Background: an optimization exercise with open tools, aiming at small area and a short achievable clock period. Do not read the settings as production practice. Function was not checked in any run shown here: the RTL went through the layout flow alone. Power and IR drop assume default switching activity.

==> flow/design.v, too long to show whole: its modules and the start of the top module <==
// module FP32Mul_fa: 4 lines
// module FP32Mul_ha: 4 lines
// module FP32Mul_bsel: 3 lines
// module FP32Mul_add48: 261 lines
// module FP32Mul_shr: 201 lines
// module FP32Multi: 1405 lines
module FP32Multi
(
    input         clk,
    input         input_valid,
    input [31:0]  x1,
    input [31:0]  x2,
    output [31:0] y,
    output reg    out_valid
);
  // ...
==> flow/flow/run.sh <==
#!/bin/bash
# Layout flow: the standard ORFS flow, with synthesis mapped by the ABC
# script in flow/abc.script (no ABC-side buffering/sizing; OpenROAD sizes
# the gates after placement) at a tighter ABC delay target.
set -euo pipefail
HERE=$(pwd)
ABC_D=${ABC_D:-$(cat flow/abc_d.txt 2>/dev/null || echo 3300)}
{
  cat <<'EOT'
proc abc {args} {
  set new {}
  set skip 0
  foreach a $args {
    if {$skip} { set skip 0; continue }
    if {$a eq "-script"} { lappend new -script $::env(MY_ABC_SCRIPT); set skip 1; continue }
    if {$a eq "-D"} { lappend new -D $::env(MY_ABC_D); set skip 1; continue }
    lappend new $a
  }
  puts "flow abc: $new"
  yosys abc {*}$new
}
EOT
  cat synth_recipe.tcl
} > my_synth.tcl
export MY_ABC_SCRIPT=$HERE/flow/abc.script
export MY_ABC_D=$ABC_D
sed "s#SYNTH_SCRIPT=[^ ]*#SYNTH_SCRIPT=$HERE/my_synth.tcl#" standard.sh > my_standard.sh
bash my_standard.sh > flow_make.log 2>&1
==> flow/flow/abc.script <==
&get -n
&st
&dch
&nf
&st
&syn2
&if -g -K 6
&synch2
&nf
&st
&syn2
&if -g -K 6
&synch2
&nf
&st
&syn2
&if -g -K 6
&synch2
&nf
&put
topo
stime -c
==> flow/standard.sh <==
#!/bin/bash
# synth_recipe.tcl (not shown) runs the flow's synth.tcl, then flattens the netlist and writes it again
# the make line also repeats each setting of config.mk as NAME=value (left out here)
make -C /OpenROAD-flow-scripts/flow DESIGN_CONFIG=/design/flow/config.mk WORK_HOME=/design/flow/orfs CLKGATE_MAP_FILE= SYNTH_SCRIPT=/design/flow/synth_recipe.tcl "${@:-finish}"
==> flow/config.mk <==
export PLATFORM = sky130hd
export DESIGN_NAME = FP32Multi
export DESIGN_NICKNAME = FP32Multi
export VERILOG_FILES = /design/flow/design.v
export SDC_FILE = /design/flow/constraint.sdc
export NUM_CORES = 4
export LEC_CHECK = 0
export CAP_MARGIN = 20
export CORE_MARGIN = 2
export CORE_UTILIZATION = 40
export SETUP_SLACK_MARGIN = 5
export SLEW_MARGIN = 20
export SYNTH_HIERARCHICAL = 1
export TNS_END_PERCENT = 0
==> flow/constraint.sdc <==
create_clock -name core_clock -period 8.5 [get_ports {clk}]
set_input_delay 1.7000 -clock core_clock [delete_from_list [all_inputs] [get_ports {clk}]]
set_output_delay 1.7000 -clock core_clock [all_outputs]
set_load 0.01 [all_outputs]
==> run_results.csv, run 1 <==
group,metric,value,unit
run_status,status,"finished clean",
layout,synthToLayoutAreaGrowth,17.78,%
place,io_buffers,98,
pwr,power,12.17,mW
hold_path,worstHoldPathCells,0,
synthesis,synth_fa_ha_area_share,29.77,%
sta,drv_slew,0,
hold_path,holdPathEnd,"ex_3[7]",
layout,largest_reg_flops,48,
critical_path,path_class,"register to register",
critical_path,r2r-end,"w_3[3]",
layout,multi_input_area,17710,um^2
pwr,ir_drop,0.2326,mV
detailed_routing,drc,0,
global_route,grt.met2_usage,40.79,%
pwr,clkPwrFrac,12.5,%
layout,largestRegisters,"sa_2: 48 flops, sb_2: 47 flops, y_4: 32 flops",
pwr,power_density,450.8,nW/um^2
critical_path,reg2regPathDepth,17,
critical_path,worstPathCellList,"ha_2 > clkinv_2 > fa_2 > nand2b_4 > a21oi_4 > a21bo_1 > a41o_1 > a41oi_4 > o31ai_4 > buf_4 > o21a_1 > nor2_1 > xnor2_2 > nand2b_1 > mux4_2 > mux4_2 > mux2i_1",
pwr,power_frac_comb,71.0,%
synthesis,yosysUniqueCellTypes,66,
synthesis,yosys.area.top_type_share,23.23,%
place,place_area,25470,um^2
place,dp_hpwl,49.61,mm
sta,fmax,245.2,MHz
clock_network,cts_max_level,2,
sta,period_needed,4078,ps
clock_network,cts_buffers,34,
die,core.rowCount,87,
synthesis,yosys.cell_count.top_type,"xnor2_1",
global_route,grt_max_degree,62,
layout,num-clock-buffers,41,
global_route,grt_util_met3,6.103,%
layout,stdcell_count,3198,
place,gp_congestion,0.9136,
synthesis,synth_commonest_cells,"335 x xnor2_1, 308 x a22oi_1, 266 x fa_1",
sta,fin_skew,37.80,ps
layout,nNonClkInverters,99,
==> run 2: changes to the inputs <==
--- a/flow/design.v
+++ b/flow/design.v
@@ -467,55 +467,96 @@
     assign w[18] = sh[0] ? l4_19 : l4_18;
     assign w[19] = sh[0] ? l4_20 : l4_19;
     assign w[20] = sh[0] ? l4_21 : l4_20;
     assign w[21] = sh[0] ? l4_22 : l4_21;
     assign w[22] = sh[0] ? l4_23 : l4_22;
     assign w[23] = sh[0] ? l4_24 : l4_23;
     assign w[24] = sh[0] ? l4_25 : l4_24;
 endmodule
+module FP32Mul_lzc (input [22:0] f, output [4:0] lz);
+    wire v0_0 = 1'b0 | f[22];
+    wire v0_1 = f[21] | f[20];
+    wire v0_2 = f[19] | f[18];
+    wire v0_3 = f[17] | f[16];
+    wire v0_4 = f[15] | f[14];
+    wire v0_5 = f[13] | f[12];
+    wire v0_6 = f[11] | f[10];
+    wire v0_7 = f[9] | f[8];
+    wire v0_8 = f[7] | f[6];
+    wire v0_9 = f[5] | f[4];
+    wire v0_10 = f[3] | f[2];
+    wire v0_11 = f[1] | f[0];
+    wire v0_12 = 1'b1 | 1'b1;
+    wire v0_13 = 1'b1 | 1'b1;
+    wire v0_14 = 1'b1 | 1'b1;
+    wire v0_15 = 1'b1 | 1'b1;
+    wire v1_0 = v0_0 | v0_1;
+    wire q1_0_0 = v0_0 ? ~1'b0 : ~f[21];
+    wire v1_1 = v0_2 | v0_3;
+    wire q1_1_0 = v0_2 ? ~f[19] : ~f[17];
+    wire v1_2 = v0_4 | v0_5;
+    wire q1_2_0 = v0_4 ? ~f[15] : ~f[13];
+    wire v1_3 = v0_6 | v0_7;
+    wire q1_3_0 = v0_6 ? ~f[11] : ~f[9];
+    wire v1_4 = v0_8 | v0_9;
+    wire q1_4_0 = v0_8 ? ~f[7] : ~f[5];
+    wire v1_5 = v0_10 | v0_11;
+    wire q1_5_0 = v0_10 ? ~f[3] : ~f[1];
+    wire v1_6 = v0_12 | v0_13;
+    wire q1_6_0 = v0_12 ? ~1'b1 : ~1'b1;
+    wire v1_7 = v0_14 | v0_15;
+    wire q1_7_0 = v0_14 ? ~1'b1 : ~1'b1;
+    wire v2_0 = v1_0 | v1_1;
+    wire q2_0_0 = v1_0 ? ~v0_0 : ~v0_2;
+    wire q2_0_1 = v1_0 ? q1_0_0 : q1_1_0;
+    wire v2_1 = v1_2 | v1_3;
+    wire q2_1_0 = v1_2 ? ~v0_4 : ~v0_6;
+    wire q2_1_1 = v1_2 ? q1_2_0 : q1_3_0;
+    wire v2_2 = v1_4 | v1_5;
+    wire q2_2_0 = v1_4 ? ~v0_8 : ~v0_10;
+    wire q2_2_1 = v1_4 ? q1_4_0 : q1_5_0;
+    wire v2_3 = v1_6 | v1_7;
+    wire q2_3_0 = v1_6 ? ~v0_12 : ~v0_14;
+    wire q2_3_1 = v1_6 ? q1_6_0 : q1_7_0;
+    wire v3_0 = v2_0 | v2_1;
+    wire q3_0_0 = v2_0 ? ~v1_0 : ~v1_2;
+    wire q3_0_1 = v2_0 ? q2_0_0 : q2_1_0;
+    wire q3_0_2 = v2_0 ? q2_0_1 : q2_1_1;
+    wire v3_1 = v2_2 | v2_3;
+    wire q3_1_0 = v2_2 ? ~v1_4 : ~v1_6;
+    wire q3_1_1 = v2_2 ? q2_2_0 : q2_3_0;
+    wire q3_1_2 = v2_2 ? q2_2_1 : q2_3_1;
+    wire v4_0 = v3_0 | v3_1;
+    assign lz[4] = ~v3_0;
+    assign lz[3] = v3_0 ? ~v2_0 : ~v2_2;
+    assign lz[2] = v3_0 ? q3_0_0 : q3_1_0;
+    assign lz[1] = v3_0 ? q3_0_1 : q3_1_1;
+    assign lz[0] = v3_0 ? q3_0_2 : q3_1_2;
+endmodule
 module FP32Multi
 (
     input         clk,
     input         input_valid,
     input [31:0]  x1,
     input [31:0]  x2,
     output [31:0] y,
     output reg    out_valid
 );
-function [4:0] lzc24;
-    input [23:0] m;
-    reg [31:0] t32;
-    reg [15:0] t16;
-    reg [7:0]  t8;
-    reg [3:0]  t4;
-    reg [1:0]  t2;
-    reg z16, z8, z4, z2, z1;
-    begin
-        t32 = {m, 8'hff};
-        z16 = ~|t32[31:16];
-        t16 = z16 ? t32[15:0] : t32[31:16];
-        z8  = ~|t16[15:8];
-        t8  = z8 ? t16[7:0] : t16[15:8];
-        z4  = ~|t8[7:4];
-        t4  = z4 ? t8[3:0] : t8[7:4];
-        z2  = ~|t4[3:2];
-        t2  = z2 ? t4[1:0] : t4[3:2];
-        z1  = ~t2[1];
-        lzc24 = {z16, z8, z4, z2, z1};
-    end
-endfunction
 wire [7:0]  e1 = x1[30:23];
 wire [7:0]  e2 = x2[30:23];
 wire        nz1 = |e1;
 wire        nz2 = |e2;
 wire        inf_0  = (&e1) | (&e2);
 wire        zero_0 = ~(|x1[30:0]) | ~(|x2[30:0]);
 wire [8:0]  esum_0 = {1'b0, e1[7:1], e1[0] | ~nz1} + {1'b0, e2[7:1], e2[0] | ~nz2};
-wire [4:0]  lz_0 = (lzc24({1'b0, x1[22:0]}) & {5{~nz1}}) | (lzc24({1'b0, x2[22:0]}) & {5{~nz2}});
+wire [4:0]  lzf1, lzf2;
+FP32Mul_lzc u_lzc1 (.f(x1[22:0]), .lz(lzf1));
+FP32Mul_lzc u_lzc2 (.f(x2[22:0]), .lz(lzf2));
+wire [4:0]  lz_0 = (lzf1 & {5{~nz1}}) | (lzf2 & {5{~nz2}});
 wire [24:0] bm = {nz2, x2[22:0], 1'b0};
 wire [11:0] one_0, two_0, neg_0;
 genvar gi;
 generate for (gi = 0; gi < 12; gi = gi + 1) begin : g_booth
     assign one_0[gi] = bm[2*gi+1] ^ bm[2*gi];
     assign two_0[gi] = (bm[2*gi+2] & ~bm[2*gi+1] & ~bm[2*gi]) | (~bm[2*gi+2] & bm[2*gi+1] & bm[2*gi]);
     assign neg_0[gi] = bm[2*gi+2] & ~(bm[2*gi+1] & bm[2*gi]);
 end endgenerate
==> flow/flow/abc.script (replaced) <==
&get -n
&st
&dch
&nf -R 1000
&put
topo
stime -c
==> flow/config.mk (replaced) <==
export PLATFORM = sky130hd
export DESIGN_NAME = FP32Multi
export DESIGN_NICKNAME = FP32Multi
export VERILOG_FILES = /design/flow/design.v
export SDC_FILE = /design/flow/constraint.sdc
export NUM_CORES = 4
export LEC_CHECK = 0
export CAP_MARGIN = 20
export CORE_MARGIN = 2
export CORE_UTILIZATION = 60
export PLACE_DENSITY = 0.72
export SETUP_SLACK_MARGIN = 5
export SLEW_MARGIN = 20
export SYNTH_HIERARCHICAL = 1
==> run 2 against run 1 <==
  * Sequential power is 3% higher
  * Utilization is 28 points higher
  * Area after synthesis is 3.6% lower
  * Routed wire length is 2.2% higher
  * Synthesized cell count is 1.7% higher
  * Final cell count is 6.6% lower
  * Still clean
  * Die area is 35% lower
  * Register-to-register slack better by 40 ps
  * Highest routed layer is now met4
  * Sequential share of layout area hardly changed
  * Via count is 4.0% higher
==> run_results.csv, run 2 <==
group,metric,value,unit
synthesis,yosys.area.top_type,"fa_1",
layout,regMostFlops,"sa_2",
synthesis,netlist_area,22100,um^2
synthesis,yosys.area.top_type_share,24.10,%
synthesis,ys.flop_type,"dfxtp_1",
layout,fillers,2590,
layout,diodes,0,
synthesis,synthCells,2227,
sta,fmax,247.9,MHz
pwr,ir_drop,0.2869,mV
layout,largest_reg_flops,48,
detailed_routing,initialDrtViolationCount,2288,
critical_path,reg2regPathDepth,24,
clock_network,clk_path_buf_depth,3,
synthesis,yosysUniqueCellTypes,49,
synthesis,synth-edff-count,0,
die,die_area,38380,um^2
clock_network,clock-sinks,262,
detailed_routing,antenna_left,0,
critical_path,cp_common_cell,"a21oi_1",
layout,multi_input_area,17490,um^2
die,start_util,60.66,%
layout,synthToLayoutAreaGrowth,24.86,%
die,num_io_pins,99,
job,cap_violations,0,
die,die_h,195.9,um
layout,drive_above_1_share,15.65,%
synthesis,avgSynthCellArea,9.924,um^2
detailed_routing,vias,19770,
synthesis,synth.ff_latch_count,262,
critical_path,cpPeakStageDelay,380,ps
global_route,grt_pass1_wl,107.1,mm
layout,largestRegisters,"sa_2: 48 flops, sb_2: 47 flops, y_4: 32 flops",
hold_path,worstHoldPathCells,0,
global_route,grt_max_degree,53,
run_status,status,"finished clean",
clock_network,root_buffer,"clkbuf_16",
sta,period_needed,4034,ps
detailed_routing,vias_per_cell,6.622,
clock_network,clk_latency,570,ps
sta,tns,0,ps
global_route,track_usage,35.87,%
clock_network,cts_tree,"done",
layout,fin_util,75.73,%
sta,drv_slew,0,
global_route,antenna_found_initial,1,
place,io_buffers,98,
place,dp_hpwl,45.28,mm
sta,hold_viol,0,
synthesis,yosysSeqAreaShare,23.73,%
critical_path,required,9000,ps
clock_network,cts_max_level,1,
clock_network,path_clk_slew,60,ps
critical_path,critPathSlowestCell,"fa_2",
hold_path,holdCritPathClass,"register to register",
detailed_routing,wirelength,75.72,mm
clock_network,cts_buffers,27,
layout,layout_commonest_cell,"xnor2_1",
layout,seqCellArea,5386,um^2
sta,worst_slew_pin_slew,820.7,ps
critical_path,path_max_fanout,5,
detailed_routing,first_pass_iters,10,
detailed_routing,drc,0,
synthesis,yosysWarnings,7,
synthesis,ys_top_cells_by_area,"fa_1 24%, dfxtp_1 24%, xnor2_1 14%",
synthesis,synth_commonest_cells,"342 x xnor2_1, 300 x a22oi_1, 266 x fa_1",
global_route,grt_pass1_vias,19840,
detailed_routing,wl_per_cell,25.36,um
die,core.rowCount,70,
critical_path,arrival,4530,ps
sta,slew_headroom,44.95,%
sta,finalSetupViolations,0,
sta,final.period_utilization,47.46,%
clock_network,ctsHoldBuffers,0,
layout,final_cell_mix,"334 x xnor2_1, 274 x a22oi_1, 237 x fa_1",
pwr,power_density,440.6,nW/um^2
die,die_x,195.9,um
pwr,p_leak,10.49,nW
critical_path,worst_setup_path_end_kind,"register",
sta,fin_skew,16.00,ps
sta,rsz0062_at_grt,"true",
synthesis,async_flop_share,0,%
critical_path,worstSetupStartpointType,"register",
critical_path,path_class,"register to register",
layout,fin_nets,2950,
critical_path,worstPathCellList,"ha_4 > inv_4 > fa_2 > nor2_2 > a211oi_2 > o31a_1 > o31ai_4 > and3_4 > a2111oi_4 > buf_4 > buf_8 > buf_4 > nor4b_4 > a211oi_2 > xnor2_1 > inv_2 > a21oi_1 > o21ai_1 > a21oi_1 > a21oi_2 > a21o_1 > a21oi_2 > nor2_1 > a21oi_1",
die,fp.coreArea,36430,um^2
place,gp_congestion,0.9595,
global_route,overflow,0,
synthesis,yosys.cell_count.top_type,"xnor2_1",
run 2: metal layers:
layer	up-vias	track usage, %	part of all wire (%)
met2	1456	56.85	44
met5	-	0	0
met3	417	11.67	14
met4	0	16.30	6.9
met1	9414	44.85	36
li1	8487	-	-
run 2: cell type report:
class | instances | area share (%)
multi-input cells | 1894 | 63.38
flip-flops and latches | 262 | 19.52
repair buffers | 218 | 10.43
well taps | 468 | 2.122
clock buffers | 33 | 2.639
clock inverters | 16 | 0.5985
inverters | 95 | 1.310
run 2: power by group:
group / switching [mW] / internal [mW] / leakage (nW)
logic: 5.01 / 3.91 / 7.84
registers: 0.253 / 1.80 / 2.22
clock network: 0.505 / 0.676 / 0.429
total: 5.77 / 6.38 / 10.5
run 2: Yosys stat by module, one instance, submodules excluded:
module	cell area, um^2	cells inside	flip-flops and latches	times used
FP32Multi	7830	694	262	1
FP32Mul_lzc	212.7	42	0	2
FP32Mul_bsel	16.27	2	0	300
FP32Mul_fa	20.02	1	0	258
FP32Mul_ha	12.51	1	0	28
FP32Mul_add48	1913	259	0	1
FP32Mul_shr	1536	304	0	1
run 2: kinds of logic after synthesis:
family	share of synthesized area, %
AOI/OAI and AO/OA	18.49
xor gates and xnor gates	14.39
adders and majority gates	30.89
buffers and inverters	1.614
DFF	23.73
muxes	1.104
other	0.01697
and+or+nand+nor	9.766
run 2: path summary, 6_finish.rpt:
kind	start	to	slack, ps
worst max-delay path	sb_2[0]	w_3[1]	4470
worst max register to register	sb_2[0]	w_3[1]	4470
worst min register to register	sub_2	sub_3	330
worst min-delay path	sub_2	sub_3	330
run 2: what timing repair did:
| action | 4_1_cts | 5_1_grt |
|---|---|---|
| pin swaps | 50 | 85 |
| gates resized for setup | 139 | 248 |
| setup endpoints to repair | 81 | 66 |
| endpoints found under the hold margin | 0 | 0 |
| gates cloned | 1 | 21 |
| setup buffers | 24 | 20 |
run 2: stage by stage:
step | power (mW) | instance area (um^2) | hold slack (ps) | setup WS (ps) | instances
finish | 12.16 | 27590 | 325.2 | 4466 | 2986
global route | 12.99 | 27590 | 317.3 | 4275 | 2986
CTS | 11.21 | 25960 | 304.9 | 4422 | 2945
detailed placement | 9.561 | 24320 | 312.1 | 3831 | 2871
global placement | 9.405 | 24320 | 310.4 | 4007 | 2871
floorplan | 7.030 | 22350 | 309.6 | 4459 | 2251
run 2: worst max-delay path: cells and delay by family (launching register included):
family,cells,cell delay (ps)
AO/OA/AOI/OAI,12,1700
XOR/XNOR,1,180
adder cells (fa/ha/maj),2,520
buffers and inverters,5,560
flip-flops,1,340
AND/OR/NAND/NOR,4,660

## re-timing with driven ports
Ports are ideal in the flow. The routed layouts listed here were re-timed in OpenROAD. Step 1, drivers: a clkbuf_16 drives clk and a buf_2 each remaining input, both assumed. Step 2 also shifts input and output timing later by t, the mid clock arrival at the registers, as if the neighbouring blocks saw the same clock. Three values: no drivers, after step 1, after step 2; two values: the first two.
run	t (ns)	setup WS [ns]	worst hold slack (ns)	worst setup path at the end	worst slew at a driven data input, ns
run 1	0.607	4.422 / 4.422 / 3.959	0.325 / 0.325 / 0.325	input to register	0.04
run 2	0.618	4.466 / 4.466 / 4.466	0.325 / 0.325 / 0.325	register to register	0.04
After both steps every run listed still meets setup and hold. For run 1, which loses most, drivers alone change the setup slack by 0.000 ns; drivers and shift together by -0.463 ns.
